This design comes from an exercise in tuning for small area, a short achievable clock period and few clock cycles on the open sky130 flow, not from production work. Function was not checked in any run shown here: the RTL went through the layout flow alone. Power and IR drop assume default switching activity.

==> design/flow/design.v <==
module bmul16(a, b, s, c);
	input [15:0] a, b;
	output [31:0] s, c;
	wire one0 = b[0] ^ 1'b0;
	wire two0 = (b[1] & ~b[0] & ~1'b0) | (~b[1] & b[0] & 1'b0);
	wire neg0 = b[1];
	wire pp0_0 = ((one0 & a[0]) | (two0 & 1'b0)) ^ neg0;
	wire pp0_1 = ((one0 & a[1]) | (two0 & a[0])) ^ neg0;
	wire pp0_2 = ((one0 & a[2]) | (two0 & a[1])) ^ neg0;
	wire pp0_3 = ((one0 & a[3]) | (two0 & a[2])) ^ neg0;
	wire pp0_4 = ((one0 & a[4]) | (two0 & a[3])) ^ neg0;
	wire pp0_5 = ((one0 & a[5]) | (two0 & a[4])) ^ neg0;
	wire pp0_6 = ((one0 & a[6]) | (two0 & a[5])) ^ neg0;
	wire pp0_7 = ((one0 & a[7]) | (two0 & a[6])) ^ neg0;
	wire pp0_8 = ((one0 & a[8]) | (two0 & a[7])) ^ neg0;
	wire pp0_9 = ((one0 & a[9]) | (two0 & a[8])) ^ neg0;
	wire pp0_10 = ((one0 & a[10]) | (two0 & a[9])) ^ neg0;
	wire pp0_11 = ((one0 & a[11]) | (two0 & a[10])) ^ neg0;
	wire pp0_12 = ((one0 & a[12]) | (two0 & a[11])) ^ neg0;
	wire pp0_13 = ((one0 & a[13]) | (two0 & a[12])) ^ neg0;
	wire pp0_14 = ((one0 & a[14]) | (two0 & a[13])) ^ neg0;
	wire pp0_15 = ((one0 & a[15]) | (two0 & a[14])) ^ neg0;
	wire pp0_16 = ((one0 & a[15]) | (two0 & a[15])) ^ neg0;
	wire ne0 = ~pp0_16;
	wire one1 = b[2] ^ b[1];
	wire two1 = (b[3] & ~b[2] & ~b[1]) | (~b[3] & b[2] & b[1]);
	wire neg1 = b[3];
	wire pp1_0 = ((one1 & a[0]) | (two1 & 1'b0)) ^ neg1;
	wire pp1_1 = ((one1 & a[1]) | (two1 & a[0])) ^ neg1;
	wire pp1_2 = ((one1 & a[2]) | (two1 & a[1])) ^ neg1;
	wire pp1_3 = ((one1 & a[3]) | (two1 & a[2])) ^ neg1;
	wire pp1_4 = ((one1 & a[4]) | (two1 & a[3])) ^ neg1;
	wire pp1_5 = ((one1 & a[5]) | (two1 & a[4])) ^ neg1;
	wire pp1_6 = ((one1 & a[6]) | (two1 & a[5])) ^ neg1;
	wire pp1_7 = ((one1 & a[7]) | (two1 & a[6])) ^ neg1;
	wire pp1_8 = ((one1 & a[8]) | (two1 & a[7])) ^ neg1;
	wire pp1_9 = ((one1 & a[9]) | (two1 & a[8])) ^ neg1;
	wire pp1_10 = ((one1 & a[10]) | (two1 & a[9])) ^ neg1;
	wire pp1_11 = ((one1 & a[11]) | (two1 & a[10])) ^ neg1;
	wire pp1_12 = ((one1 & a[12]) | (two1 & a[11])) ^ neg1;
	wire pp1_13 = ((one1 & a[13]) | (two1 & a[12])) ^ neg1;
	wire pp1_14 = ((one1 & a[14]) | (two1 & a[13])) ^ neg1;
	wire pp1_15 = ((one1 & a[15]) | (two1 & a[14])) ^ neg1;
	wire pp1_16 = ((one1 & a[15]) | (two1 & a[15])) ^ neg1;
	wire ne1 = ~pp1_16;
	wire one2 = b[4] ^ b[3];
	wire two2 = (b[5] & ~b[4] & ~b[3]) | (~b[5] & b[4] & b[3]);
	wire neg2 = b[5];
	wire pp2_0 = ((one2 & a[0]) | (two2 & 1'b0)) ^ neg2;
	wire pp2_1 = ((one2 & a[1]) | (two2 & a[0])) ^ neg2;
	wire pp2_2 = ((one2 & a[2]) | (two2 & a[1])) ^ neg2;
	wire pp2_3 = ((one2 & a[3]) | (two2 & a[2])) ^ neg2;
	wire pp2_4 = ((one2 & a[4]) | (two2 & a[3])) ^ neg2;
	wire pp2_5 = ((one2 & a[5]) | (two2 & a[4])) ^ neg2;
	wire pp2_6 = ((one2 & a[6]) | (two2 & a[5])) ^ neg2;
	wire pp2_7 = ((one2 & a[7]) | (two2 & a[6])) ^ neg2;
	wire pp2_8 = ((one2 & a[8]) | (two2 & a[7])) ^ neg2;
	wire pp2_9 = ((one2 & a[9]) | (two2 & a[8])) ^ neg2;
	wire pp2_10 = ((one2 & a[10]) | (two2 & a[9])) ^ neg2;
	wire pp2_11 = ((one2 & a[11]) | (two2 & a[10])) ^ neg2;
	wire pp2_12 = ((one2 & a[12]) | (two2 & a[11])) ^ neg2;
	wire pp2_13 = ((one2 & a[13]) | (two2 & a[12])) ^ neg2;
	wire pp2_14 = ((one2 & a[14]) | (two2 & a[13])) ^ neg2;
	wire pp2_15 = ((one2 & a[15]) | (two2 & a[14])) ^ neg2;
	wire pp2_16 = ((one2 & a[15]) | (two2 & a[15])) ^ neg2;
	wire ne2 = ~pp2_16;
	wire one3 = b[6] ^ b[5];
	wire two3 = (b[7] & ~b[6] & ~b[5]) | (~b[7] & b[6] & b[5]);
	wire neg3 = b[7];
	wire pp3_0 = ((one3 & a[0]) | (two3 & 1'b0)) ^ neg3;
	wire pp3_1 = ((one3 & a[1]) | (two3 & a[0])) ^ neg3;
	wire pp3_2 = ((one3 & a[2]) | (two3 & a[1])) ^ neg3;
	wire pp3_3 = ((one3 & a[3]) | (two3 & a[2])) ^ neg3;
	wire pp3_4 = ((one3 & a[4]) | (two3 & a[3])) ^ neg3;
	wire pp3_5 = ((one3 & a[5]) | (two3 & a[4])) ^ neg3;
	wire pp3_6 = ((one3 & a[6]) | (two3 & a[5])) ^ neg3;
	wire pp3_7 = ((one3 & a[7]) | (two3 & a[6])) ^ neg3;
	wire pp3_8 = ((one3 & a[8]) | (two3 & a[7])) ^ neg3;
	wire pp3_9 = ((one3 & a[9]) | (two3 & a[8])) ^ neg3;
	wire pp3_10 = ((one3 & a[10]) | (two3 & a[9])) ^ neg3;
	wire pp3_11 = ((one3 & a[11]) | (two3 & a[10])) ^ neg3;
	wire pp3_12 = ((one3 & a[12]) | (two3 & a[11])) ^ neg3;
	wire pp3_13 = ((one3 & a[13]) | (two3 & a[12])) ^ neg3;
	wire pp3_14 = ((one3 & a[14]) | (two3 & a[13])) ^ neg3;
	wire pp3_15 = ((one3 & a[15]) | (two3 & a[14])) ^ neg3;
	wire pp3_16 = ((one3 & a[15]) | (two3 & a[15])) ^ neg3;
	wire ne3 = ~pp3_16;
	wire one4 = b[8] ^ b[7];
	wire two4 = (b[9] & ~b[8] & ~b[7]) | (~b[9] & b[8] & b[7]);
	wire neg4 = b[9];
	wire pp4_0 = ((one4 & a[0]) | (two4 & 1'b0)) ^ neg4;
	wire pp4_1 = ((one4 & a[1]) | (two4 & a[0])) ^ neg4;
	wire pp4_2 = ((one4 & a[2]) | (two4 & a[1])) ^ neg4;
	wire pp4_3 = ((one4 & a[3]) | (two4 & a[2])) ^ neg4;
	wire pp4_4 = ((one4 & a[4]) | (two4 & a[3])) ^ neg4;
	wire pp4_5 = ((one4 & a[5]) | (two4 & a[4])) ^ neg4;
	wire pp4_6 = ((one4 & a[6]) | (two4 & a[5])) ^ neg4;
	wire pp4_7 = ((one4 & a[7]) | (two4 & a[6])) ^ neg4;
	wire pp4_8 = ((one4 & a[8]) | (two4 & a[7])) ^ neg4;
	wire pp4_9 = ((one4 & a[9]) | (two4 & a[8])) ^ neg4;
	wire pp4_10 = ((one4 & a[10]) | (two4 & a[9])) ^ neg4;
	wire pp4_11 = ((one4 & a[11]) | (two4 & a[10])) ^ neg4;
	wire pp4_12 = ((one4 & a[12]) | (two4 & a[11])) ^ neg4;
	wire pp4_13 = ((one4 & a[13]) | (two4 & a[12])) ^ neg4;
	wire pp4_14 = ((one4 & a[14]) | (two4 & a[13])) ^ neg4;
	wire pp4_15 = ((one4 & a[15]) | (two4 & a[14])) ^ neg4;
	wire pp4_16 = ((one4 & a[15]) | (two4 & a[15])) ^ neg4;
	wire ne4 = ~pp4_16;
	wire one5 = b[10] ^ b[9];
	wire two5 = (b[11] & ~b[10] & ~b[9]) | (~b[11] & b[10] & b[9]);
	wire neg5 = b[11];
	wire pp5_0 = ((one5 & a[0]) | (two5 & 1'b0)) ^ neg5;
	wire pp5_1 = ((one5 & a[1]) | (two5 & a[0])) ^ neg5;
	wire pp5_2 = ((one5 & a[2]) | (two5 & a[1])) ^ neg5;
	wire pp5_3 = ((one5 & a[3]) | (two5 & a[2])) ^ neg5;
	wire pp5_4 = ((one5 & a[4]) | (two5 & a[3])) ^ neg5;
	wire pp5_5 = ((one5 & a[5]) | (two5 & a[4])) ^ neg5;
	wire pp5_6 = ((one5 & a[6]) | (two5 & a[5])) ^ neg5;
	wire pp5_7 = ((one5 & a[7]) | (two5 & a[6])) ^ neg5;
	wire pp5_8 = ((one5 & a[8]) | (two5 & a[7])) ^ neg5;
	wire pp5_9 = ((one5 & a[9]) | (two5 & a[8])) ^ neg5;
	wire pp5_10 = ((one5 & a[10]) | (two5 & a[9])) ^ neg5;
	wire pp5_11 = ((one5 & a[11]) | (two5 & a[10])) ^ neg5;
	wire pp5_12 = ((one5 & a[12]) | (two5 & a[11])) ^ neg5;
	wire pp5_13 = ((one5 & a[13]) | (two5 & a[12])) ^ neg5;
	wire pp5_14 = ((one5 & a[14]) | (two5 & a[13])) ^ neg5;
	wire pp5_15 = ((one5 & a[15]) | (two5 & a[14])) ^ neg5;
	wire pp5_16 = ((one5 & a[15]) | (two5 & a[15])) ^ neg5;
	wire ne5 = ~pp5_16;
	wire one6 = b[12] ^ b[11];
	wire two6 = (b[13] & ~b[12] & ~b[11]) | (~b[13] & b[12] & b[11]);
	wire neg6 = b[13];
	wire pp6_0 = ((one6 & a[0]) | (two6 & 1'b0)) ^ neg6;
	wire pp6_1 = ((one6 & a[1]) | (two6 & a[0])) ^ neg6;
	wire pp6_2 = ((one6 & a[2]) | (two6 & a[1])) ^ neg6;
	wire pp6_3 = ((one6 & a[3]) | (two6 & a[2])) ^ neg6;
	wire pp6_4 = ((one6 & a[4]) | (two6 & a[3])) ^ neg6;
	wire pp6_5 = ((one6 & a[5]) | (two6 & a[4])) ^ neg6;
	wire pp6_6 = ((one6 & a[6]) | (two6 & a[5])) ^ neg6;
	wire pp6_7 = ((one6 & a[7]) | (two6 & a[6])) ^ neg6;
	wire pp6_8 = ((one6 & a[8]) | (two6 & a[7])) ^ neg6;
	wire pp6_9 = ((one6 & a[9]) | (two6 & a[8])) ^ neg6;
	wire pp6_10 = ((one6 & a[10]) | (two6 & a[9])) ^ neg6;
	wire pp6_11 = ((one6 & a[11]) | (two6 & a[10])) ^ neg6;
	wire pp6_12 = ((one6 & a[12]) | (two6 & a[11])) ^ neg6;
	wire pp6_13 = ((one6 & a[13]) | (two6 & a[12])) ^ neg6;
	wire pp6_14 = ((one6 & a[14]) | (two6 & a[13])) ^ neg6;
	wire pp6_15 = ((one6 & a[15]) | (two6 & a[14])) ^ neg6;
	wire pp6_16 = ((one6 & a[15]) | (two6 & a[15])) ^ neg6;
	wire ne6 = ~pp6_16;
	wire one7 = b[14] ^ b[13];
	wire two7 = (b[15] & ~b[14] & ~b[13]) | (~b[15] & b[14] & b[13]);
	wire neg7 = b[15];
	wire pp7_0 = ((one7 & a[0]) | (two7 & 1'b0)) ^ neg7;
	wire pp7_1 = ((one7 & a[1]) | (two7 & a[0])) ^ neg7;
	wire pp7_2 = ((one7 & a[2]) | (two7 & a[1])) ^ neg7;
	wire pp7_3 = ((one7 & a[3]) | (two7 & a[2])) ^ neg7;
	wire pp7_4 = ((one7 & a[4]) | (two7 & a[3])) ^ neg7;
	wire pp7_5 = ((one7 & a[5]) | (two7 & a[4])) ^ neg7;
	wire pp7_6 = ((one7 & a[6]) | (two7 & a[5])) ^ neg7;
	wire pp7_7 = ((one7 & a[7]) | (two7 & a[6])) ^ neg7;
	wire pp7_8 = ((one7 & a[8]) | (two7 & a[7])) ^ neg7;
	wire pp7_9 = ((one7 & a[9]) | (two7 & a[8])) ^ neg7;
	wire pp7_10 = ((one7 & a[10]) | (two7 & a[9])) ^ neg7;
	wire pp7_11 = ((one7 & a[11]) | (two7 & a[10])) ^ neg7;
	wire pp7_12 = ((one7 & a[12]) | (two7 & a[11])) ^ neg7;
	wire pp7_13 = ((one7 & a[13]) | (two7 & a[12])) ^ neg7;
	wire pp7_14 = ((one7 & a[14]) | (two7 & a[13])) ^ neg7;
	wire pp7_15 = ((one7 & a[15]) | (two7 & a[14])) ^ neg7;
	wire pp7_16 = ((one7 & a[15]) | (two7 & a[15])) ^ neg7;
	wire ne7 = ~pp7_16;
	wire s1 = pp0_10 ^ pp1_8;
	wire c2 = pp0_10 & pp1_8;
	wire s3 = pp0_11 ^ pp1_9;
	wire c4 = pp0_11 & pp1_9;
	wire s5 = pp0_12 ^ pp1_10 ^ pp2_8;
	wire c6 = (pp0_12 & pp1_10) | (pp0_12 & pp2_8) | (pp1_10 & pp2_8);
	wire s7 = pp3_6 ^ pp4_4;
	wire c8 = pp3_6 & pp4_4;
	wire s9 = pp0_13 ^ pp1_11 ^ pp2_9;
	wire c10 = (pp0_13 & pp1_11) | (pp0_13 & pp2_9) | (pp1_11 & pp2_9);
	wire s11 = pp3_7 ^ pp4_5;
	wire c12 = pp3_7 & pp4_5;
	wire s13 = pp0_14 ^ pp1_12 ^ pp2_10;
	wire c14 = (pp0_14 & pp1_12) | (pp0_14 & pp2_10) | (pp1_12 & pp2_10);
	wire s15 = pp3_8 ^ pp4_6 ^ pp5_4;
	wire c16 = (pp3_8 & pp4_6) | (pp3_8 & pp5_4) | (pp4_6 & pp5_4);
	wire s17 = pp6_2 ^ pp7_0;
	wire c18 = pp6_2 & pp7_0;
	wire s19 = pp0_15 ^ pp1_13 ^ pp2_11;
	wire c20 = (pp0_15 & pp1_13) | (pp0_15 & pp2_11) | (pp1_13 & pp2_11);
	wire s21 = pp3_9 ^ pp4_7 ^ pp5_5;
	wire c22 = (pp3_9 & pp4_7) | (pp3_9 & pp5_5) | (pp4_7 & pp5_5);
	wire s23 = pp6_3 ^ pp7_1;
	wire c24 = pp6_3 & pp7_1;
	wire s25 = ne0 ^ pp1_14 ^ pp2_12;
	wire c26 = (ne0 & pp1_14) | (ne0 & pp2_12) | (pp1_14 & pp2_12);
	wire s27 = pp3_10 ^ pp4_8 ^ pp5_6;
	wire c28 = (pp3_10 & pp4_8) | (pp3_10 & pp5_6) | (pp4_8 & pp5_6);
	wire s29 = pp6_4 ^ pp7_2 ^ 1'b1;
	wire c30 = (pp6_4 & pp7_2) | (pp6_4 & 1'b1) | (pp7_2 & 1'b1);
	wire s31 = pp1_15 ^ pp2_13 ^ pp3_11;
	wire c32 = (pp1_15 & pp2_13) | (pp1_15 & pp3_11) | (pp2_13 & pp3_11);
	wire s33 = pp4_9 ^ pp5_7 ^ pp6_5;
	wire c34 = (pp4_9 & pp5_7) | (pp4_9 & pp6_5) | (pp5_7 & pp6_5);
	wire s35 = pp7_3 ^ 1'b1;
	wire c36 = pp7_3 & 1'b1;
	wire s37 = ne1 ^ pp2_14 ^ pp3_12;
	wire c38 = (ne1 & pp2_14) | (ne1 & pp3_12) | (pp2_14 & pp3_12);
	wire s39 = pp4_10 ^ pp5_8 ^ pp6_6;
	wire c40 = (pp4_10 & pp5_8) | (pp4_10 & pp6_6) | (pp5_8 & pp6_6);
	wire s41 = pp2_15 ^ pp3_13 ^ pp4_11;
	wire c42 = (pp2_15 & pp3_13) | (pp2_15 & pp4_11) | (pp3_13 & pp4_11);
	wire s43 = pp5_9 ^ pp6_7;
	wire c44 = pp5_9 & pp6_7;
	wire s45 = ne2 ^ pp3_14 ^ pp4_12;
	wire c46 = (ne2 & pp3_14) | (ne2 & pp4_12) | (pp3_14 & pp4_12);
	wire s47 = pp3_15 ^ pp4_13;
	wire c48 = pp3_15 & pp4_13;
	wire s49 = pp0_6 ^ pp1_4;
	wire c50 = pp0_6 & pp1_4;
	wire s51 = pp0_7 ^ pp1_5;
	wire c52 = pp0_7 & pp1_5;
	wire s53 = pp0_8 ^ pp1_6 ^ pp2_4;
	wire c54 = (pp0_8 & pp1_6) | (pp0_8 & pp2_4) | (pp1_6 & pp2_4);
	wire s55 = pp3_2 ^ pp4_0;
	wire c56 = pp3_2 & pp4_0;
	wire s57 = pp0_9 ^ pp1_7 ^ pp2_5;
	wire c58 = (pp0_9 & pp1_7) | (pp0_9 & pp2_5) | (pp1_7 & pp2_5);
	wire s59 = pp3_3 ^ pp4_1;
	wire c60 = pp3_3 & pp4_1;
	wire s61 = s1 ^ pp2_6 ^ pp3_4;
	wire c62 = (s1 & pp2_6) | (s1 & pp3_4) | (pp2_6 & pp3_4);
	wire s63 = pp4_2 ^ pp5_0 ^ neg5;
	wire c64 = (pp4_2 & pp5_0) | (pp4_2 & neg5) | (pp5_0 & neg5);
	wire s65 = c2 ^ s3 ^ pp2_7;
	wire c66 = (c2 & s3) | (c2 & pp2_7) | (s3 & pp2_7);
	wire s67 = pp3_5 ^ pp4_3 ^ pp5_1;
	wire c68 = (pp3_5 & pp4_3) | (pp3_5 & pp5_1) | (pp4_3 & pp5_1);
	wire s69 = c4 ^ s5 ^ s7;
	wire c70 = (c4 & s5) | (c4 & s7) | (s5 & s7);
	wire s71 = pp5_2 ^ pp6_0 ^ neg6;
	wire c72 = (pp5_2 & pp6_0) | (pp5_2 & neg6) | (pp6_0 & neg6);
	wire s73 = c6 ^ c8 ^ s9;
	wire c74 = (c6 & c8) | (c6 & s9) | (c8 & s9);
	wire s75 = s11 ^ pp5_3 ^ pp6_1;
	wire c76 = (s11 & pp5_3) | (s11 & pp6_1) | (pp5_3 & pp6_1);
	wire s77 = c10 ^ c12 ^ s13;
	wire c78 = (c10 & c12) | (c10 & s13) | (c12 & s13);
	wire s79 = s15 ^ s17 ^ neg7;
	wire c80 = (s15 & s17) | (s15 & neg7) | (s17 & neg7);
	wire s81 = c14 ^ c16 ^ c18;
	wire c82 = (c14 & c16) | (c14 & c18) | (c16 & c18);
	wire s83 = s19 ^ s21 ^ s23;
	wire c84 = (s19 & s21) | (s19 & s23) | (s21 & s23);
	wire s85 = c20 ^ c22 ^ c24;
	wire c86 = (c20 & c22) | (c20 & c24) | (c22 & c24);
	wire s87 = s25 ^ s27 ^ s29;
	wire c88 = (s25 & s27) | (s25 & s29) | (s27 & s29);
	wire s89 = c26 ^ c28 ^ c30;
	wire c90 = (c26 & c28) | (c26 & c30) | (c28 & c30);
	wire s91 = s31 ^ s33 ^ s35;
	wire c92 = (s31 & s33) | (s31 & s35) | (s33 & s35);
	wire s93 = c32 ^ c34 ^ c36;
	wire c94 = (c32 & c34) | (c32 & c36) | (c34 & c36);
	wire s95 = s37 ^ s39 ^ pp7_4;
	wire c96 = (s37 & s39) | (s37 & pp7_4) | (s39 & pp7_4);
	wire s97 = c38 ^ c40 ^ s41;
	wire c98 = (c38 & c40) | (c38 & s41) | (c40 & s41);
	wire s99 = s43 ^ pp7_5 ^ 1'b1;
	wire c100 = (s43 & pp7_5) | (s43 & 1'b1) | (pp7_5 & 1'b1);
	wire s101 = c42 ^ c44 ^ s45;
	wire c102 = (c42 & c44) | (c42 & s45) | (c44 & s45);
	wire s103 = pp5_10 ^ pp6_8 ^ pp7_6;
	wire c104 = (pp5_10 & pp6_8) | (pp5_10 & pp7_6) | (pp6_8 & pp7_6);
	wire s105 = c46 ^ s47 ^ pp5_11;
	wire c106 = (c46 & s47) | (c46 & pp5_11) | (s47 & pp5_11);
	wire s107 = pp6_9 ^ pp7_7 ^ 1'b1;
	wire c108 = (pp6_9 & pp7_7) | (pp6_9 & 1'b1) | (pp7_7 & 1'b1);
	wire s109 = c48 ^ ne3 ^ pp4_14;
	wire c110 = (c48 & ne3) | (c48 & pp4_14) | (ne3 & pp4_14);
	wire s111 = pp5_12 ^ pp6_10 ^ pp7_8;
	wire c112 = (pp5_12 & pp6_10) | (pp5_12 & pp7_8) | (pp6_10 & pp7_8);
	wire s113 = pp4_15 ^ pp5_13 ^ pp6_11;
	wire c114 = (pp4_15 & pp5_13) | (pp4_15 & pp6_11) | (pp5_13 & pp6_11);
	wire s115 = pp7_9 ^ 1'b1;
	wire c116 = pp7_9 & 1'b1;
	wire s117 = ne4 ^ pp5_14 ^ pp6_12;
	wire c118 = (ne4 & pp5_14) | (ne4 & pp6_12) | (pp5_14 & pp6_12);
	wire s119 = pp5_15 ^ pp6_13;
	wire c120 = pp5_15 & pp6_13;
	wire s121 = pp0_4 ^ pp1_2;
	wire c122 = pp0_4 & pp1_2;
	wire s123 = pp0_5 ^ pp1_3;
	wire c124 = pp0_5 & pp1_3;
	wire s125 = s49 ^ pp2_2 ^ pp3_0;
	wire c126 = (s49 & pp2_2) | (s49 & pp3_0) | (pp2_2 & pp3_0);
	wire s127 = c50 ^ s51 ^ pp2_3;
	wire c128 = (c50 & s51) | (c50 & pp2_3) | (s51 & pp2_3);
	wire s129 = c52 ^ s53 ^ s55;
	wire c130 = (c52 & s53) | (c52 & s55) | (s53 & s55);
	wire s131 = c54 ^ c56 ^ s57;
	wire c132 = (c54 & c56) | (c54 & s57) | (c56 & s57);
	wire s133 = c58 ^ c60 ^ s61;
	wire c134 = (c58 & c60) | (c58 & s61) | (c60 & s61);
	wire s135 = c62 ^ c64 ^ s65;
	wire c136 = (c62 & c64) | (c62 & s65) | (c64 & s65);
	wire s137 = c66 ^ c68 ^ s69;
	wire c138 = (c66 & c68) | (c66 & s69) | (c68 & s69);
	wire s139 = c70 ^ c72 ^ s73;
	wire c140 = (c70 & c72) | (c70 & s73) | (c72 & s73);
	wire s141 = c74 ^ c76 ^ s77;
	wire c142 = (c74 & c76) | (c74 & s77) | (c76 & s77);
	wire s143 = c78 ^ c80 ^ s81;
	wire c144 = (c78 & c80) | (c78 & s81) | (c80 & s81);
	wire s145 = c82 ^ c84 ^ s85;
	wire c146 = (c82 & c84) | (c82 & s85) | (c84 & s85);
	wire s147 = c86 ^ c88 ^ s89;
	wire c148 = (c86 & c88) | (c86 & s89) | (c88 & s89);
	wire s149 = c90 ^ c92 ^ s93;
	wire c150 = (c90 & c92) | (c90 & s93) | (c92 & s93);
	wire s151 = c94 ^ c96 ^ s97;
	wire c152 = (c94 & c96) | (c94 & s97) | (c96 & s97);
	wire s153 = c98 ^ c100 ^ s101;
	wire c154 = (c98 & c100) | (c98 & s101) | (c100 & s101);
	wire s155 = c102 ^ c104 ^ s105;
	wire c156 = (c102 & c104) | (c102 & s105) | (c104 & s105);
	wire s157 = c106 ^ c108 ^ s109;
	wire c158 = (c106 & c108) | (c106 & s109) | (c108 & s109);
	wire s159 = c110 ^ c112 ^ s113;
	wire c160 = (c110 & c112) | (c110 & s113) | (c112 & s113);
	wire s161 = c114 ^ c116 ^ s117;
	wire c162 = (c114 & c116) | (c114 & s117) | (c116 & s117);
	wire s163 = c118 ^ s119 ^ pp7_11;
	wire c164 = (c118 & s119) | (c118 & pp7_11) | (s119 & pp7_11);
	wire s165 = c120 ^ ne5 ^ pp6_14;
	wire c166 = (c120 & ne5) | (c120 & pp6_14) | (ne5 & pp6_14);
	wire s167 = pp6_15 ^ pp7_13;
	wire c168 = pp6_15 & pp7_13;
	wire s169 = pp0_2 ^ pp1_0;
	wire c170 = pp0_2 & pp1_0;
	wire s171 = pp0_3 ^ pp1_1;
	wire c172 = pp0_3 & pp1_1;
	wire s173 = s121 ^ pp2_0 ^ neg2;
	wire c174 = (s121 & pp2_0) | (s121 & neg2) | (pp2_0 & neg2);
	wire s175 = c122 ^ s123 ^ pp2_1;
	wire c176 = (c122 & s123) | (c122 & pp2_1) | (s123 & pp2_1);
	wire s177 = c124 ^ s125 ^ neg3;
	wire c178 = (c124 & s125) | (c124 & neg3) | (s125 & neg3);
	wire s179 = c126 ^ s127 ^ pp3_1;
	wire c180 = (c126 & s127) | (c126 & pp3_1) | (s127 & pp3_1);
	wire s181 = c128 ^ s129 ^ neg4;
	wire c182 = (c128 & s129) | (c128 & neg4) | (s129 & neg4);
	wire s183 = c130 ^ s131 ^ s59;
	wire c184 = (c130 & s131) | (c130 & s59) | (s131 & s59);
	wire s185 = c132 ^ s133 ^ s63;
	wire c186 = (c132 & s133) | (c132 & s63) | (s133 & s63);
	wire s187 = c134 ^ s135 ^ s67;
	wire c188 = (c134 & s135) | (c134 & s67) | (s135 & s67);
	wire s189 = c136 ^ s137 ^ s71;
	wire c190 = (c136 & s137) | (c136 & s71) | (s137 & s71);
	wire s191 = c138 ^ s139 ^ s75;
	wire c192 = (c138 & s139) | (c138 & s75) | (s139 & s75);
	wire s193 = c140 ^ s141 ^ s79;
	wire c194 = (c140 & s141) | (c140 & s79) | (s141 & s79);
	wire s195 = c142 ^ s143 ^ s83;
	wire c196 = (c142 & s143) | (c142 & s83) | (s143 & s83);
	wire s197 = c144 ^ s145 ^ s87;
	wire c198 = (c144 & s145) | (c144 & s87) | (s145 & s87);
	wire s199 = c146 ^ s147 ^ s91;
	wire c200 = (c146 & s147) | (c146 & s91) | (s147 & s91);
	wire s201 = c148 ^ s149 ^ s95;
	wire c202 = (c148 & s149) | (c148 & s95) | (s149 & s95);
	wire s203 = c150 ^ s151 ^ s99;
	wire c204 = (c150 & s151) | (c150 & s99) | (s151 & s99);
	wire s205 = c152 ^ s153 ^ s103;
	wire c206 = (c152 & s153) | (c152 & s103) | (s153 & s103);
	wire s207 = c154 ^ s155 ^ s107;
	wire c208 = (c154 & s155) | (c154 & s107) | (s155 & s107);
	wire s209 = c156 ^ s157 ^ s111;
	wire c210 = (c156 & s157) | (c156 & s111) | (s157 & s111);
	wire s211 = c158 ^ s159 ^ s115;
	wire c212 = (c158 & s159) | (c158 & s115) | (s159 & s115);
	wire s213 = c160 ^ s161 ^ pp7_10;
	wire c214 = (c160 & s161) | (c160 & pp7_10) | (s161 & pp7_10);
	wire s215 = c162 ^ s163 ^ 1'b1;
	wire c216 = (c162 & s163) | (c162 & 1'b1) | (s163 & 1'b1);
	wire s217 = c164 ^ s165 ^ pp7_12;
	wire c218 = (c164 & s165) | (c164 & pp7_12) | (s165 & pp7_12);
	wire s219 = c166 ^ s167 ^ 1'b1;
	wire c220 = (c166 & s167) | (c166 & 1'b1) | (s167 & 1'b1);
	wire s221 = c168 ^ ne6 ^ pp7_14;
	wire c222 = (c168 & ne6) | (c168 & pp7_14) | (ne6 & pp7_14);
	wire s223 = pp7_15 ^ 1'b1;
	wire c224 = pp7_15 & 1'b1;
	assign s = {1'b1, c224, c222, c220, c218, c216, c214, c212, c210, c208, c206, c204, c202, c200, c198, c196, c194, c192, c190, c188, c186, c184, c182, c180, c178, c176, c174, c172, c170, s169, pp0_1, pp0_0};
	assign c = {1'b0, ne7, s223, s221, s219, s217, s215, s213, s211, s209, s207, s205, s203, s201, s199, s197, s195, s193, s191, s189, s187, s185, s183, s181, s179, s177, s175, s173, s171, neg1, 1'b0, neg0};
endmodule
`timescale 1ns / 1ps
module levinson_top(clock, reset, start, done,
	scratch_mem_read_addr, scratch_mem_in,
	scratch_mem_write_addr, scratch_mem_out, scratch_mem_write_en);
	input clock, reset, start;
	output done;
	output [11:0] scratch_mem_read_addr;
	input [31:0] scratch_mem_in;
	output [11:0] scratch_mem_write_addr;
	output [31:0] scratch_mem_out;
	output scratch_mem_write_en;
	localparam [31:0] MAX32 = 32'h7fff_ffff;
	localparam [31:0] MIN32 = 32'h8000_0000;
	localparam [2:0] T_NONE = 3'd0, T_KK = 3'd1, T_AL = 3'd2, T_I1 = 3'd3,
	                 T_I2 = 3'd4, T_FI = 3'd5, T_U = 3'd6, T_S = 3'd7;
	localparam [2:0] C_NONE = 3'd0, C_AL = 3'd2, C_I1 = 3'd3, C_I2 = 3'd4,
	                 C_FI = 3'd5, C_NXT = 3'd6;
	localparam [1:0] M_IDLE = 2'd0, M_RUN = 2'd1, M_RST = 2'd2;
	function [31:0] sadd;    
		input [31:0] a, b;
		reg [31:0] s;
		begin
			s = a + b;
			if (a[31] == b[31] && s[31] != a[31])
				sadd = a[31] ? MIN32 : MAX32;
			else
				sadd = s;
		end
	endfunction
	function [31:0] fmt;     
		input [31:0] x;
		fmt = {x[31:16], 1'b0, x[15:1]};
	endfunction
	function [31:0] comp;    
		input [31:0] x;
		comp = {x[31:16], x[14:0], 1'b0};
	endfunction
	function [4:0] nrm;      
		input [31:0] x;
		reg [31:0] v;
		reg [15:0] a1;  reg [15:0] c1;         
		reg [7:0] a2;   reg [15:0] c2;         
		reg [3:0] a3;   reg [11:0] c3;         
		reg [1:0] a4;   reg [7:0] c4;          
		integer i;
		begin
			v = {x[31:1] ^ x[30:0], 1'b1};
			for (i = 0; i < 16; i = i + 1) begin
				a1[i] = v[2*i+1] | v[2*i];
				c1[i] = ~v[2*i+1];
			end
			for (i = 0; i < 8; i = i + 1) begin
				a2[i] = a1[2*i+1] | a1[2*i];
				c2[2*i +: 2] = a1[2*i+1] ? {1'b0, c1[2*i+1]} : {1'b1, c1[2*i]};
			end
			for (i = 0; i < 4; i = i + 1) begin
				a3[i] = a2[2*i+1] | a2[2*i];
				c3[3*i +: 3] = a2[2*i+1] ? {1'b0, c2[4*i+2 +: 2]} : {1'b1, c2[4*i +: 2]};
			end
			for (i = 0; i < 2; i = i + 1) begin
				a4[i] = a3[2*i+1] | a3[2*i];
				c4[4*i +: 4] = a3[2*i+1] ? {1'b0, c3[6*i+3 +: 3]} : {1'b1, c3[6*i +: 3]};
			end
			nrm = a4[1] ? {1'b0, c4[7:4]} : {1'b1, c4[3:0]};
			if (x == 32'd0) nrm = 5'd0;
		end
	endfunction
	function [4:0] shl4s;    
		input [31:0] x;
		begin
			if (x[31] != x[30]) shl4s = 5'b00001;
			else if (x[31] != x[29]) shl4s = 5'b00010;
			else if (x[31] != x[28]) shl4s = 5'b00100;
			else if (x[31] != x[27]) shl4s = 5'b01000;
			else shl4s = 5'b10000;
		end
	endfunction
	function [11:0] bufa;    
		input b;
		input [3:0] idx;
		bufa = {4'h1, b ? 4'h5 : 4'h3, idx};
	endfunction
	reg [1:0] mode;
	reg p0, p1, p2;
	reg ma_lo, mb_lo, t_lm, a_ld, sh_k, ng_s;
	reg [4:0] amtk;           
	reg t0pos;                
	reg pro;                  
	reg [3:0] it;             
	reg lit;                  
	reg [2:0] jat, jbt, jct;
	reg [3:0] jak, jbk, jck, jrk;
	reg ja_l, jb_l, jc_l;     
	reg r_u, r_s, r_s0, r_sl, r_al, r_i2, r_fi;
	reg [2:0] ch;             
	reg [2:0] chw;            
	reg [3:0] nu, ns;         
	reg [3:0] ul, sl;         
	reg [3:0] du;             
	reg sfirst;
	reg uf1, uf2, uf3, sf1, sf2;
	reg young;                
	reg f1, f2, f3, f4;       
	reg t1, t2;               
	reg unst;
	reg [3:0] dcnt;           
	reg [15:0] rem;
	reg [5:0] ec;             
	wire [5:0] ecn = ec + 6'd1;
	reg e6, e7, e10, e13, e16, e39, ew1, ew2;
	reg [3:0] rcn;            
	reg [3:0] wm;
	reg [4:0] s4;
	reg sa_acc, sa_sum, sa_sh4, sb_ad, sb_acc, sb_mi;
	reg [31:0] X, Y, H, AD, acc, sum, K, alp, inv, MI;
	reg [31:0] ms, mc, T;
	reg [4:0] ex;
	reg [11:0] ra, wa;
	reg [31:0] wd;
	reg we, done_r;
	assign scratch_mem_read_addr = ra;
	assign scratch_mem_write_addr = wa;
	assign scratch_mem_out = wd;
	assign scratch_mem_write_en = we;
	assign done = done_r;
	wire [15:0] ma = ma_lo ? X[15:0] : X[31:16];
	wire [15:0] mb = mb_lo ? Y[15:0] : Y[31:16];
	wire [31:0] mps, mpc;
	bmul16 i_mul(.a(ma), .b(mb), .s(mps), .c(mpc));
	wire [31:0] P = ms + mc;
	wire p_big = (P == 32'h4000_0000);
	wire p_small = (P[31:3] == 29'd0) && (P[2:0] != 3'd0);
	wire [15:0] mq = p_small ? P[15:0] : (p_big ? 16'h7fff : P[30:15]);
	wire [31:0] t_next = t_lm ? (p_big ? MAX32 : {P[30:0], 1'b0}) : {{15{mq[15]}}, mq, 1'b0};
	wire [31:0] acc_next = a_ld ? T : sadd(acc, T);
	wire [4:0] lz = nrm(acc);
	wire [4:0] lzk = nrm(K);
	wire [31:0] sh_out = (sh_k ? K : acc) << (sh_k ? amtk : lz);
	wire [31:0] shl2_acc = (acc[31] != acc[30]) ? acc :
	                       ((acc[31] != acc[29]) ? {acc[30:0], 1'b0} : {acc[29:0], 2'b0});
	wire [31:0] ng_in = ng_s ? sum : (r_fi ? shl2_acc : acc);
	wire [31:0] ng_out = (ng_in == MIN32) ? MAX32 : (~ng_in + 32'd1);
	wire [31:0] sh4 = ({32{s4[0]}} & sum) | ({32{s4[1]}} & {sum[30:0], 1'b0}) |
	                  ({32{s4[2]}} & {sum[29:0], 2'b0}) | ({32{s4[3]}} & {sum[28:0], 3'b0}) |
	                  ({32{s4[4]}} & {sum[27:0], 4'b0});
	wire [31:0] oa = ({32{sa_acc}} & acc) | ({32{sa_sum}} & sum) | ({32{sa_sh4}} & sh4);
	wire [31:0] ob = ({32{sb_ad}} & comp(AD)) | ({32{sb_acc}} & acc) | ({32{sb_mi}} & comp(MI));
	wire [31:0] o_raw = oa + ob;
	wire o_ovf = (oa[31] == ob[31]) && (o_raw[31] != oa[31]);
	wire [31:0] o_sum = o_ovf ? (oa[31] ? MIN32 : MAX32) : o_raw;
	wire [16:0] rnd_y = (sum[31] == sum[30]) ? sum[30:14] : sum[31:15];    
	wire [15:0] rnd_hi = (rnd_y[16:1] == 16'h7fff && rnd_y[0]) ? 16'h7fff : rnd_y[16:1] + {15'd0, rnd_y[0]};
	wire [31:0] kk_post = {1'b0, ~(acc[31] ? ng_out[30:0] : acc[30:0])};    
	wire [31:0] i1_post = (acc == MIN32) ? 32'hffff_ffff :
	                      (acc[31] ? MAX32 : {1'b0, ~acc[30:0]});           
	wire u_avail = (ul != 4'd0);
	wire s_avail = (sl != 4'd0);
	wire [1:0] recent = {1'b0, uf1} + {1'b0, uf2} + {1'b0, uf3};
	wire s_ready = s_avail && (sfirst ? !young : (du >= {2'b0, recent}));
	wire fin_ok = !s_avail && !sf1 && !sf2;
	reg [2:0] dt;
	reg [3:0] dk;
	always @(*) begin
		dt = T_NONE;
		dk = 4'd0;
		if (ch == C_NXT) begin
			if (chw == 3'd0)
				dt = (it == 4'd9) ? T_U : T_KK;
		end else if (ch != C_NONE && chw == 3'd0 && (ch != C_FI || fin_ok)) begin
			dt = ch;
		end else if (u_avail && du < 4'd3) begin
			dt = T_U; dk = nu;
		end else if (s_ready) begin
			dt = T_S; dk = ns;
		end else if (u_avail) begin
			dt = T_U; dk = nu;
		end
	end
	wire signed [15:0] kh = K[31:16];
	wire k_unst = (kh > 16'sd32750) || (kh < -16'sd32750);
	wire [15:0] den = alp[31:16];
	wire [16:0] s1t = {rem, 1'b0} - {1'b0, den};
	wire [15:0] s1r = s1t[16] ? {rem[14:0], 1'b0} : s1t[15:0];
	wire [16:0] s2t = {s1r, 1'b0} - {1'b0, den};
	wire [15:0] s2r = s2t[16] ? {s1r[14:0], 1'b0} : s2t[15:0];
	wire [3:0] um = it - 4'd1 - jck;    
	wire [3:0] rm = it - 4'd1 - jrk;    
	wire run = (mode == M_RUN);
	wire rst_m = (mode == M_RST);
	wire w_u = run & p2 & r_u & ~lit;                    
	wire w_f3 = run & p2 & f3;                           
	wire w_f4 = run & p0 & f4;                           
	wire w_lw = run & lit & ((p1 & ew1) | (p2 & ew2));   
	wire w_mi = (run & p0 & lit & (e10 | e13)) | (rst_m & rcn >= 4'd3);
	wire w_4k = (run & p0 & lit & e16) | (rst_m & rcn == 4'd0);
	always @(posedge clock)
		wd <= ({32{w_u}} & fmt(o_sum)) | ({32{w_f3}} & fmt({{4{K[31]}}, K[31:4]})) |
		      ({32{w_f4}} & {{16{K[31]}}, K[31:16]}) | ({32{w_lw}} & {{16{inv[15]}}, inv[15:0]}) |
		      ({32{w_mi}} & MI) | {19'd0, w_4k, 12'd0};
	wire s_os = run & ((p2 & r_s) | (p0 & t1) | (p2 & r_u & lit));
	wire s_ab = run & p1 & t2;
	wire s_10 = run & p2 & lit & e6;
	wire s_0 = run & p1 & pro;
	always @(posedge clock)
		if (s_os | s_ab | s_10 | s_0)
			sum <= ({32{s_os}} & o_sum) | ({32{s_ab}} & fmt(sum[31] ? ng_out : sum)) |
			       ({32{s_10}} & {{4{K[31]}}, K[31:5], 1'b0});
	wire k_fi = run & p2 & r_fi;
	wire k_f2 = run & p1 & f2;
	always @(posedge clock)
		if (k_fi | k_f2)
			K <= ({32{k_fi}} & (t0pos ? ng_out : shl2_acc)) | ({32{k_f2}} & sh_out);
	wire ld = run & p2;
	wire x_k = (jbt == T_KK) | (jbt == T_U);
	wire x_a = (jbt == T_AL) | (jbt == T_I1);
	wire x_i = (jbt == T_I2);
	wire x_s = (jbt == T_FI);
	wire x_h = (jbt == T_S);
	wire y_k = (jbt == T_KK);
	wire y_kk = (jbt == T_AL);
	wire y_i = (jbt == T_I1) | (jbt == T_I2) | ((jbt == T_FI) & ~r_i2);
	wire y_a = (jbt == T_FI) & r_i2;
	wire y_m = (jbt == T_U) | (jbt == T_S);
	always @(posedge clock)
		if (ld & (jbt != T_NONE)) begin
			X <= ({32{x_k}} & fmt(K)) | ({32{x_a}} & alp) | ({32{x_i}} & fmt(i1_post)) |
			     ({32{x_s}} & sum) | ({32{x_h}} & H);
			Y <= ({32{y_k}} & fmt(K)) | ({32{y_kk}} & fmt(kk_post)) | ({32{y_i}} & inv) |
			     ({32{y_a}} & fmt(acc)) | ({32{y_m}} & MI);
		end
	always @(posedge clock) begin
		ms <= mps;
		mc <= mpc;
		T <= t_next;
		acc <= acc_next;
		MI <= scratch_mem_in;
		AD <= MI;                 
		we <= 1'b0;
		done_r <= 1'b0;
		wa <= bufa(it[0], rm);
		ra <= bufa(~it[0], um);
		rem <= (dcnt == 4'd8) ? s1r : s2r;
		if (dcnt != 4'd0) begin
			dcnt <= dcnt - 4'd1;
			if (dcnt == 4'd8) begin
				inv <= {15'd0, ~s1t[16], 16'd0};
			end else begin
				inv[31:16] <= {inv[29:16], ~s1t[16], ~s2t[16]};
			end
		end
		case (mode)
		M_IDLE: begin
			ra <= start ? 12'd273 : 12'd272;    
			mode <= start ? M_RUN : M_IDLE;
			pro <= start;
			p0 <= 1'b0; p1 <= 1'b1; p2 <= 1'b0;
			ma_lo <= 1'b0; mb_lo <= 1'b1; t_lm <= 1'b1; a_ld <= 1'b0;
			sh_k <= 1'b1; ng_s <= 1'b1;
			it <= 4'd0;
			lit <= 1'b0;
			ch <= C_I1;
			chw <= 3'd1;
			nu <= 4'd0; ns <= 4'd0; ul <= 4'd0; sl <= 4'd0; du <= 4'd0;
			sfirst <= 1'b1;
			uf1 <= 1'b0; uf2 <= 1'b0; uf3 <= 1'b0; sf1 <= 1'b0; sf2 <= 1'b0;
			young <= 1'b0;
			jat <= T_NONE; jbt <= T_NONE; jct <= T_NONE;
			r_u <= 1'b0; r_s <= 1'b0; r_s0 <= 1'b0; r_sl <= 1'b0;
			r_al <= 1'b0; r_i2 <= 1'b0; r_fi <= 1'b0;
			f1 <= 1'b0; f2 <= 1'b0; f3 <= 1'b0; f4 <= 1'b0;
			t1 <= 1'b0; t2 <= 1'b0;
			ec <= 6'd0;
			e6 <= 1'b0; e7 <= 1'b0; e10 <= 1'b0; e13 <= 1'b0; e16 <= 1'b0; e39 <= 1'b0;
			ew1 <= 1'b0; ew2 <= 1'b0;
			sa_acc <= 1'b0; sa_sum <= 1'b0; sa_sh4 <= 1'b0;
			sb_ad <= 1'b0; sb_acc <= 1'b0; sb_mi <= 1'b0;
		end
		M_RST: begin
			rcn <= rcn + 4'd1;
			if (rcn < 4'd10) ra <= 12'd321 + {8'd0, rcn};
			else ra <= 12'd358 + {8'd0, rcn};      
			if (rcn == 4'd0) begin
				we <= 1'b1; wa <= 12'd784;
			end else if (rcn >= 4'd3 && rcn <= 4'd12) begin
				we <= 1'b1; wa <= 12'd782 + {8'd0, rcn};
			end else if (rcn >= 4'd13) begin
				we <= 1'b1; wa <= 12'd339 + {8'd0, rcn};
			end
			if (rcn == 4'd14) done_r <= 1'b1;
			if (rcn == 4'd15) begin
				mode <= M_IDLE;
				ra <= 12'd272;
			end
		end
		default: begin    
			p0 <= p2; p1 <= p0; p2 <= p1;
			ma_lo <= ~(p0 | p2); a_ld <= p1 & ~p0;
			mb_lo <= ~(p1 | p2); t_lm <= p0 & ~p2; sh_k <= p0 & ~p1;
			ng_s <= p0 | (p1 & p2);
			if (lit) ec <= ecn;
			e6 <= lit && ecn == 6'd6;
			e7 <= lit && ecn == 6'd7;
			e10 <= lit && ecn == 6'd10;
			e13 <= lit && ecn == 6'd13;
			e16 <= lit && ecn == 6'd16;
			e39 <= lit && ecn == 6'd39;
			ew1 <= lit && (ecn == 6'd8 || (ecn >= 6'd14 && ecn <= 6'd38));
			ew2 <= lit && (ecn == 6'd9 || (ecn >= 6'd15 && ecn <= 6'd39));
			sa_acc <= p1 & r_u;
			sa_sum <= p1 & r_s & ~r_s0;
			sb_ad <= p1 & r_u;
			sb_acc <= p1 & r_s;
			sa_sh4 <= p2 & ~lit;
			sb_mi <= p2 & ~lit;
			if (p0) begin
				if (jat == T_S) ra <= 12'd273 + {8'd0, jak};
				if (r_sl) ra <= 12'd273 + {8'd0, it};
				if (jbt == T_S) H <= MI;
				if (f1) begin
					amtk <= (ex < lzk) ? ex : lzk;
					f1 <= 1'b0;
					f2 <= 1'b1;
				end
				if (t1) begin
					t1 <= 1'b0;
					t2 <= 1'b1;
				end
				if (f4) begin
					we <= 1'b1;
					wa <= 12'd351 + {8'd0, it};
					f4 <= 1'b0;
					if (unst) begin
						mode <= M_RST;
						rcn <= 4'd0;
						dcnt <= 4'd0;
					end
				end
				if (lit) begin
					inv[15:0] <= rnd_hi;     
					if (e7) ra <= 12'd352;
					if (e10) ra <= 12'd353;
					if (e10 || e13) begin
						we <= 1'b1;
						wa <= e10 ? 12'd368 : 12'd369;
					end
					if (e16) begin
						we <= 1'b1;
						wa <= 12'd784;
					end
				end
			end
			if (p1) begin
				if (jct == T_U) ra <= bufa(~it[0], um);
				if (t2) begin
					t0pos <= !sum[31] && (sum != 32'd0);
					t2 <= 1'b0;
				end
				if (f2) begin
					f2 <= 1'b0;
					f3 <= 1'b1;
				end
				if (lit && ew1) begin
					we <= 1'b1;
					wa <= {4'h3, 4'h1, wm};       
				end
				if (pro) begin
					s4 <= 5'b00001;
					t1 <= 1'b1;
				end
			end
			if (p2) begin
				if (jat == T_U) ra <= bufa(~it[0], jak + 4'd1);
				else if (jat == T_S) ra <= bufa(it[0], it - jak);
				if (r_u) begin
					if (lit) begin
						wm <= 4'd9 - jrk;
					end else begin
						we <= 1'b1;
						wa <= bufa(it[0], rm);
					end
				end
				if (r_s) begin
					s4 <= o_ovf ? 5'b00001 : shl4s(o_raw);
					if (r_sl) t1 <= 1'b1;
				end
				if (r_al) begin
					alp <= fmt(sh_out);
					ex <= ({1'b0, ex} + {1'b0, lz} > 6'd31) ? 5'd31 : ex + lz;
					dcnt <= 4'd8;
					rem <= 16'h3fff;
				end
				if (r_i2) inv <= fmt(acc);
				if (r_fi) begin
					f1 <= 1'b1;
				end
				if (f3) begin
					we <= 1'b1;
					wa <= bufa(it[0], it);
					unst <= (it >= 4'd2) && k_unst;
					f3 <= 1'b0;
					f4 <= 1'b1;
				end
				if (pro) begin
					pro <= 1'b0;
					alp <= MI;           
					ex <= 5'd0;
					dcnt <= 4'd8;
					rem <= 16'h3fff;
				end
				if (lit) begin
					if (e6) begin
						wm <= 4'd10;
					end
					if (ew2) begin
						we <= 1'b1;
						wa <= {4'h1, 4'h4, wm};       
					end
					if (e39) done_r <= 1'b1;
				end
				jrk <= jck;
				r_u <= (jct == T_U);
				r_s <= (jct == T_S);
				r_s0 <= (jct == T_S) && (jck == 4'd0);
				r_sl <= (jct == T_S) && jc_l;
				r_al <= (jct == T_AL);
				r_i2 <= (jct == T_I2);
				r_fi <= (jct == T_FI);
				jct <= jbt; jck <= jbk; jc_l <= jb_l;
				jbt <= jat; jbk <= jak; jb_l <= ja_l;
				jat <= dt; jak <= dk; ja_l <= (dt == T_S) && (sl == 4'd1);
				uf3 <= uf2; uf2 <= uf1; uf1 <= (dt == T_U);
				sf2 <= sf1; sf1 <= (dt == T_S);
				young <= 1'b0;
				if (ch == C_NXT) begin
					if (chw == 3'd0) begin
						it <= it + 4'd1;
						ns <= 4'd0;
						sfirst <= 1'b1;
						young <= 1'b1;
						if (it == 4'd9) begin
							lit <= 1'b1;
							nu <= 4'd1;
							ul <= 4'd8;
							sl <= 4'd0;
							du <= 4'd1;
							ch <= C_NONE;
							ec <= 6'd1;
						end else begin
							nu <= 4'd0;
							ul <= it;
							sl <= it + 4'd1;
							du <= 4'd0;
							ch <= C_AL;
							chw <= 3'd1;
						end
					end else
						chw <= chw - 3'd1;
				end else if (dt == ch && ch != C_NONE) begin
					case (ch)
					C_AL: begin ch <= C_I1; chw <= 3'd4; end
					C_I1: begin ch <= C_I2; chw <= 3'd1; end
					C_I2: begin ch <= C_FI; chw <= 3'd1; end
					default: begin ch <= C_NXT; chw <= 3'd2; end
					endcase
				end else begin
					if (chw != 3'd0) chw <= chw - 3'd1;
					if (dt == T_U) begin
						nu <= nu + 4'd1;
						ul <= ul - 4'd1;
						du <= du + 4'd1;
					end
					if (dt == T_S) begin
						ns <= ns + 4'd1;
						sl <= sl - 4'd1;
						du <= du - 4'd1;
						sfirst <= 1'b0;
					end
				end
				if (lit && e39) begin
					mode <= M_IDLE;
					ra <= 12'd272;
				end
			end
		end
		endcase
		if (reset) begin
			mode <= M_IDLE;
			ra <= 12'd272;
			we <= 1'b0;
			done_r <= 1'b0;
		end
	end
endmodule
==> design/flow/flow/run.sh <==
#!/bin/bash
set -euo pipefail
bash standard.sh SETUP_SLACK_MARGIN=15 finish > standard.log 2>&1
==> design/flow/standard.sh <==
#!/bin/bash
# synth_recipe.tcl (not shown) runs the flow's synth.tcl, then flattens the netlist and writes it again
# the make line also repeats each setting of config.mk as NAME=value (left out here)
make -C /OpenROAD-flow-scripts/flow DESIGN_CONFIG=/design/flow/config.mk WORK_HOME=/design/flow/orfs CLKGATE_MAP_FILE= SYNTH_SCRIPT=/design/flow/synth_recipe.tcl "${@:-finish}"
==> design/flow/config.mk <==
export PLATFORM = sky130hd
export DESIGN_NAME = levinson_top
export DESIGN_NICKNAME = levinson_top
export VERILOG_FILES = /design/flow/design.v
export SDC_FILE = /design/flow/constraint.sdc
export NUM_CORES = 8
export LEC_CHECK = 0
export ABC_AREA = 1
export CAP_MARGIN = 20
export CORE_MARGIN = 2
export CORE_UTILIZATION = 40
export CTS_CLUSTER_DIAMETER = 120
export CTS_CLUSTER_SIZE = 20
export PLACE_DENSITY = 0.6
export SLEW_MARGIN = 20
==> design/flow/constraint.sdc <==
create_clock -name core_clock -period 20.0 [get_ports {clock}]
set_input_delay 4.0000 -clock core_clock [delete_from_list [all_inputs] [get_ports {clock}]]
set_output_delay 4.0000 -clock core_clock [all_outputs]
set_load 0.01 [all_outputs]
==> flow_summary.toml, run 1 <==
[final_layout]
nets = 6932
nFillCells = 12410
stdcell_count = 8201
area_delta_synth_final_pct = 9.805
drive_gt1_share_pct = 7.582
layout_common_cells = "nand2_1, inv_1, nor2_1"
layout_commonest_cell = "nand2_1"

[cts]
cts-root-buf = "clkbuf_16"
htreeDepth = 2
clkTransAtPathRegs_ns = 0.12
insertion_delay_ns = 0.68
clock_path_buffers = 3
cts_inserted_buffers = 39
cts.sinks = 615
postCtsHoldBufs = 0
cts_tree = "built"

[critical_path]
critPathMaxFanout = 1
cp_cell_sequence = "buf_6"
slowest_stage = "dfxtp_4"
path_buf_inv = 1
crit_type = "register to primary output"
slowest_delay_ns = 0.42
end_kind = "primary output"
cp-start-kind = "register"
cp.arrival_ns = 1.23
path_delay_family = "flip-flops"
cp.required_ns = 16.00

[power]
p_leak_nw = 23.02
vdd_drop_max_uv = 137.7
power_density_nw_per_um2 = 154.0

[drt]
detail_route.vias_per_cell = 6.114
met2_length_mm = 97.65
wl_per_cell_um = 29.60
wirelength_mm = 242.7
first_pass_iters = 9
drc = 0
dr.max_layer_used = "met5"
met1_length_mm = 98.90
dr.first_iter.drc_count = 6818
antenna_left = 0
dr_wl_met3_mm = 32.53
vias = 50140

[timing]
slew_violations = 0
slew_headroom_pct = 19.91
fin_crit_sh_pct = 26.15
fin_ws_ns = 14.77
holdWs_ns = 0.3907
setup_viol = 0
final-hold-violation-count = 0
tns_ns = 0
fmax_mhz = 191.2
period_needed_ns = 5.230
skew_ns = 0.04702
grt_setup_unrepaired = "yes"
tightestPinTransition_ns = 1.201

[placed_design]
portBuffers = 83
place_inst = 8084
dp_hpwl_mm = 187.0
place.gp.congestion = 1.074
place_ws_ns = 13.37

[synth]
ys.flop_type = "edfxtp_1"
synth-seq-cells = 615
ys_warn_count = 1
avgSynthCellArea_um2 = 7.344
synthDistinctLibCells = 81
ys_seq_area_share_pct = 32.34
postSynthCellCount = 6554
syn-cell-area_um2 = 48130
async_reset_ff_share_pct = 0
synth_edf_count = 325

[global_route]
antenna_found_initial = 20
grt_pass1_vias = 45750
grt_max_degree = 66
grt_usage_pct = 38.20
grt_pass1_wl_mm = 337.5
gr-total-overflow = 0

[floorplanning]
die_h_um = 350.9
ios = 93
core_um2 = 119700
rows = 127
die_w_um = 350.9
initial_core_util_pct = 40.23
die_area_um2 = 123100

[run_status]
status = "no timing/DRC/antenna violations"

[job]
drv_cap = 0

[min_path]
hold_path_class = "register to register"
==> final cells by class <==
type	instances	area, um^2	area share, %
inverters	718	2733	5.170
clock buffers	61	1090	2.062
multi-input cells	4938	29040	54.94
flip-flops and latches	615	15650	29.62
repair buffers	236	2122	4.015
well taps	1612	2017	3.816
diodes	8	20.02	0.03788
clock inverters	10	157.7	0.2983
repair inverters	3	23.77	0.04498
==> where the power goes <==
| part | internal, W | switching, W |
|---|---|---|
| clock | 0.000403 | 0.000525 |
| combinational | 0.00170 | 0.00368 |
| sequential | 0.00164 | 0.000187 |
==> timing repair <==
action / 4_1_cts / 5_1_grt
cloned: 5 / 3
setup endpoints to repair: 230 / 217
resized for setup: 339 / 79
pin swaps: 4 / 10
setup buffers: 11 / 17
==> cell usage after synthesis (all sizes together) (12+ instances only) <==
| master | n | area [um^2] |
|---|---|---|
| nand2 | 1533 | 5829 |
| inv | 692 | 2597 |
| nor2 | 559 | 2143 |
| o21ai | 495 | 2507 |
| nand3 | 443 | 2280 |
| a21oi | 376 | 1889 |
| edfxtp | 325 | 9759 |
| dfxtp | 290 | 5806 |
| ha | 253 | 3166 |
| o22ai | 219 | 1370 |
| xor2 | 216 | 1892 |
| clkbuf | 201 | 754.5 |
| o211ai | 125 | 943.4 |
| buf | 93 | 555.5 |
| fa | 93 | 1862 |
| xnor2 | 68 | 603.1 |
| nand4 | 65 | 406.6 |
| o221ai | 64 | 560.5 |
| nor3 | 47 | 267.8 |
| a221oi | 46 | 402.9 |
| a31oi | 46 | 294.0 |
| a22oi | 35 | 262.8 |
| o21bai | 27 | 202.7 |
| clkinv | 26 | 97.59 |
| or2 | 26 | 162.7 |
| o2111ai | 23 | 201.4 |
| nor4 | 21 | 131.4 |
| a21o | 20 | 150.1 |
| nand3b | 16 | 132.6 |
| a211oi | 15 | 112.6 |
| o31ai | 13 | 97.59 |
| a21boi | 12 | 90.09 |
==> sequential cells by signal (all words and copies together) (netlist names), 32 cells and up <==
signal	cells
inv	32
wd	32
alp	32
Y	32
acc	32
MI	32
T	32
sum	32
H	32
X	32
K	32
==> worst paths after layout <==
check / start / to / slack [ns] / depth (start not counted)
max: wd[12] / scratch_mem_out[12] / 14.77 / 1
min: MI[2] / AD[2] / 0.39 / 0
max reg2reg: acc[1] / alp[11] / 15.02 / 14
min reg2reg: MI[2] / AD[2] / 0.39 / 0
==> through the flow <==
stage,power [W],area [um^2],utilization [%]
floorplan,0.005258,48160,-
finish,0.008137,52850,44.17
global route,0.008708,52840,44.16
detailed placement,0.006933,50710,42.38
global placement,0.006898,50710,42.38
CTS,0.007924,52350,43.75
==> cell families after synthesis <==
group                      share of synthesized area [%]
and+or+nand+nor                                    23.78
buffers and inverters                              8.321
muxes                                             0.1664
adders and majority gates                          10.44
xor gates and xnor gates                           5.183
other                                            0.01560
AOI/OAI and AO/OA                                  19.75
DFF                                                32.34
==> routing by layer <==
| layer | GRT usage (%) | vias to the layer above |
|---|---|---|
| met5 | 1.531 | - |
| met4 | 16.81 | 21 |
| met3 | 15.07 | 528 |
| met2 | 54.18 | 3058 |
| met1 | 50.77 | 24080 |
| li1 | - | 22450 |
==> run 2, diff against run 1 <==
--- a/design/flow/config.mk
+++ b/design/flow/config.mk
@@ -9,7 +9,7 @@
 export CAP_MARGIN = 20
 export CORE_MARGIN = 2
 export CORE_UTILIZATION = 40
-export CTS_CLUSTER_DIAMETER = 120
-export CTS_CLUSTER_SIZE = 20
+export CTS_CLUSTER_DIAMETER = 110
+export CTS_CLUSTER_SIZE = 18
 export PLACE_DENSITY = 0.6
 export SLEW_MARGIN = 20
==> run 2 against run 1 <==
Clock-buffer cell count is 6 higher. Flip-flop and latch count stayed put. Critical endpoint is now scratch_mem_out[13]. Synthesized cell count stayed put. First-iteration DRC count is 0.19% lower. Setup slack worse by 0.015 ns. Worst hold slack worse by 0.0091 ns. Non-clock buffer count is 4 higher. Clock power is 2.7% higher. Still clean. Sequential power hardly changed.
==> flow_summary.toml, run 2 <==
[run_status]
status = "no timing/DRC/antenna violations"

[synth]
synth-seq-cells = 615
ys_seq_area_share_pct = 32.34
ys.flop_type = "edfxtp_1"
synth_edf_count = 325
async_reset_ff_share_pct = 0
postSynthCellCount = 6554
yosysMostFrequentCell = "nand2_1"
netlist.area_leader.share_pct = 20.28
yosys-top-cells-area = "edfxtp_1, dfxtp_1, nand2_1"
ys_warn_count = 1
yosys.area.top_type = "edfxtp_1"
avgSynthCellArea_um2 = 7.344
synthTopCellsByCount = "nand2_1, inv_1, nor2_1, o21ai_0, nand3_1"
synthDistinctLibCells = 81
syn-cell-area_um2 = 48130

[drt]
vias = 50170
wl_per_cell_um = 29.54
first_pass_iters = 9
detail_route.vias_per_cell = 6.108
antenna_left = 0
drc = 0
dr.first_iter.drc_count = 6805
wirelength_mm = 242.6

[critical_path]
slowest_stage = "dfxtp_4"
cp_cell_sequence = "buf_6"
cp.arrival_ns = 1.25
crit_type = "register to primary output"
path_buf_inv = 1
critPathMaxFanout = 1
end_kind = "primary output"
cp.required_ns = 16.00
cp-start-kind = "register"
path_delay_family = "flip-flops"
slowest_delay_ns = 0.43

[placed_design]
dp_hpwl_mm = 187.0
place.gp.congestion = 1.074
place_inst = 8084
portBuffers = 83

[timing]
fin_crit_sh_pct = 26.23
fmax_mhz = 190.7
slew_headroom_pct = 19.48
slew_violations = 0
period_needed_ns = 5.245
grt_setup_unrepaired = "yes"
final-hold-violation-count = 0
tns_ns = 0
tightestPinTransition_ns = 1.208
skew_ns = 0.05376
setup_viol = 0

[floorplanning]
die_h_um = 350.9
rows = 127
ios = 93
core_um2 = 119700
die_area_um2 = 123100
die_w_um = 350.9
initial_core_util_pct = 40.23

[power]
p_sw_share_pct = 53.96
seq_power_share_pct = 22.4
switchingPower_w = 0.004395
vdd_drop_max_uv = 135.6
power.share.clock_pct = 11.7
power_frac_comb_pct = 65.9
p_int_w = 0.003750
power_density_nw_per_um2 = 153.8
p_leak_nw = 23.08
p_total_w = 0.008145

[final_layout]
layout_commonest_cell = "nand2_1"
area_delta_synth_final_pct = 10.02
nets = 6940
stdcell_count = 8213
layout_common_cells = "nand2_1, inv_1, nor2_1"
drive_gt1_share_pct = 7.797

[cts]
cts-root-buf = "clkbuf_16"
cts_tree = "built"
postCtsHoldBufs = 0
cts_inserted_buffers = 43
clkTransAtPathRegs_ns = 0.11
clock_path_buffers = 3
insertion_delay_ns = 0.69
cts.sinks = 615
htreeDepth = 2

[global_route]
grt_pass1_wl_mm = 338.1
grt_max_degree = 66
antenna_found_initial = 17
gr-total-overflow = 0
grt_pass1_vias = 45850
grt_usage_pct = 38.24

[min_path]
hold_path_class = "register to register"

[job]
drv_cap = 0
## run 2: path summary, 6_finish.rpt
path	start	endpoint	slack, ns	cells after the start
hold / removal	MI[2]	AD[2]	0.38	0
setup reg to reg	acc[1]	alp[8]	15.02	14
hold reg to reg	MI[2]	AD[2]	0.38	0
setup / recovery	wd[13]	scratch_mem_out[13]	14.75	1
## run 2: final cells by class
cell class	instances	area (um^2)
antenna	9	22.52
clock buffer	67	1167
clock inverter	11	140.1
fill	12400	66700
inverter	718	2734
multi-input combinational	4938	29040
sequential	615	15650
tap	1612	2017
timing repair buffer	240	2157
timing repair inverter	3	23.77
## run 2: what timing repair did
action | 4_1_cts | 5_1_grt
setup endpoints to repair | 231 | 224
cloned | 5 | 3
buffers inserted | 14 | 18
pin swaps | 4 | 12
gates resized for setup | 341 | 77
## run 2: per-stage QoR
| step | utilization [%] | hold WS, ns | setup slack [ns] | cell area [um^2] |
|---|---|---|---|---|
| final | 44.26 | 0.3815 | 14.75 | 52960 |
| after detailed placement | 42.38 | 0.3692 | 13.37 | 50710 |
| after global placement | 42.38 | 0.3615 | 13.16 | 50710 |
| after CTS | 43.82 | 0.3808 | 14.76 | 52440 |
| after global routing | 44.25 | 0.3859 | 14.76 | 52940 |
| after floorplan | - | 0.3467 | 15.56 | 48160 |
## run 2: routing by layer
metal	wire length, um	up-vias	track usage [%]
met4	13390	18	17.04
li1	-	22470	-
met2	97570	2963	54.35
met5	121	-	0
met1	98770	24160	50.88
met3	32780	556	14.93
## run 2: cell families (layout without fill, tap and decap cells)
group	Yosys count	in the layout	share of synthesized area (%)
buffers and inverters	1012	1039	8.321
adders and majority gates	346	346	10.44
other	2	18	0.01560
and+or+nand+nor	2722	2725	23.78
xor gates and xnor gates	284	284	5.183
AOI/OAI and AO/OA	1565	1566	19.75
muxes	8	8	0.1664
DFF	615	615	32.34
## run 2: power by group through the flow
stage          Clock (W)  Sequential (W)  Combinational [W]
6_report        0.000953         0.00182            0.00537
5_1_grt         0.000996         0.00184            0.00589
4_1_cts         0.000960         0.00181            0.00518
3_5_place_dp           0         0.00184            0.00509
3_3_place_gp           0         0.00184            0.00506
2_1_floorplan          0         0.00179            0.00346

static timing again, ports no longer ideal:
The flow's constraints put no driver on any port. The routed layouts listed below were extracted and timed again, unchanged, in two steps. Step 1: set_driving_cell puts a clkbuf_16 on clock and a buf_2 on each other input, an assumption about the parent block. Step 2 also shifts input and output timing later by t, the mid clock arrival at the registers, as if the neighbouring blocks saw the same clock. a / b / c = ideal / step 1 / step 2; a / b = the first two.
run	t, ns	setup slack, ns	worst hold slack (ns)
run 1	0.752	14.770 / 14.682 / 14.853	0.391 / 0.391 / 0.391
run 2	0.746	14.755 / 14.676 / 14.868	0.382 / 0.382 / 0.382
After both steps every run listed still meets setup and hold.
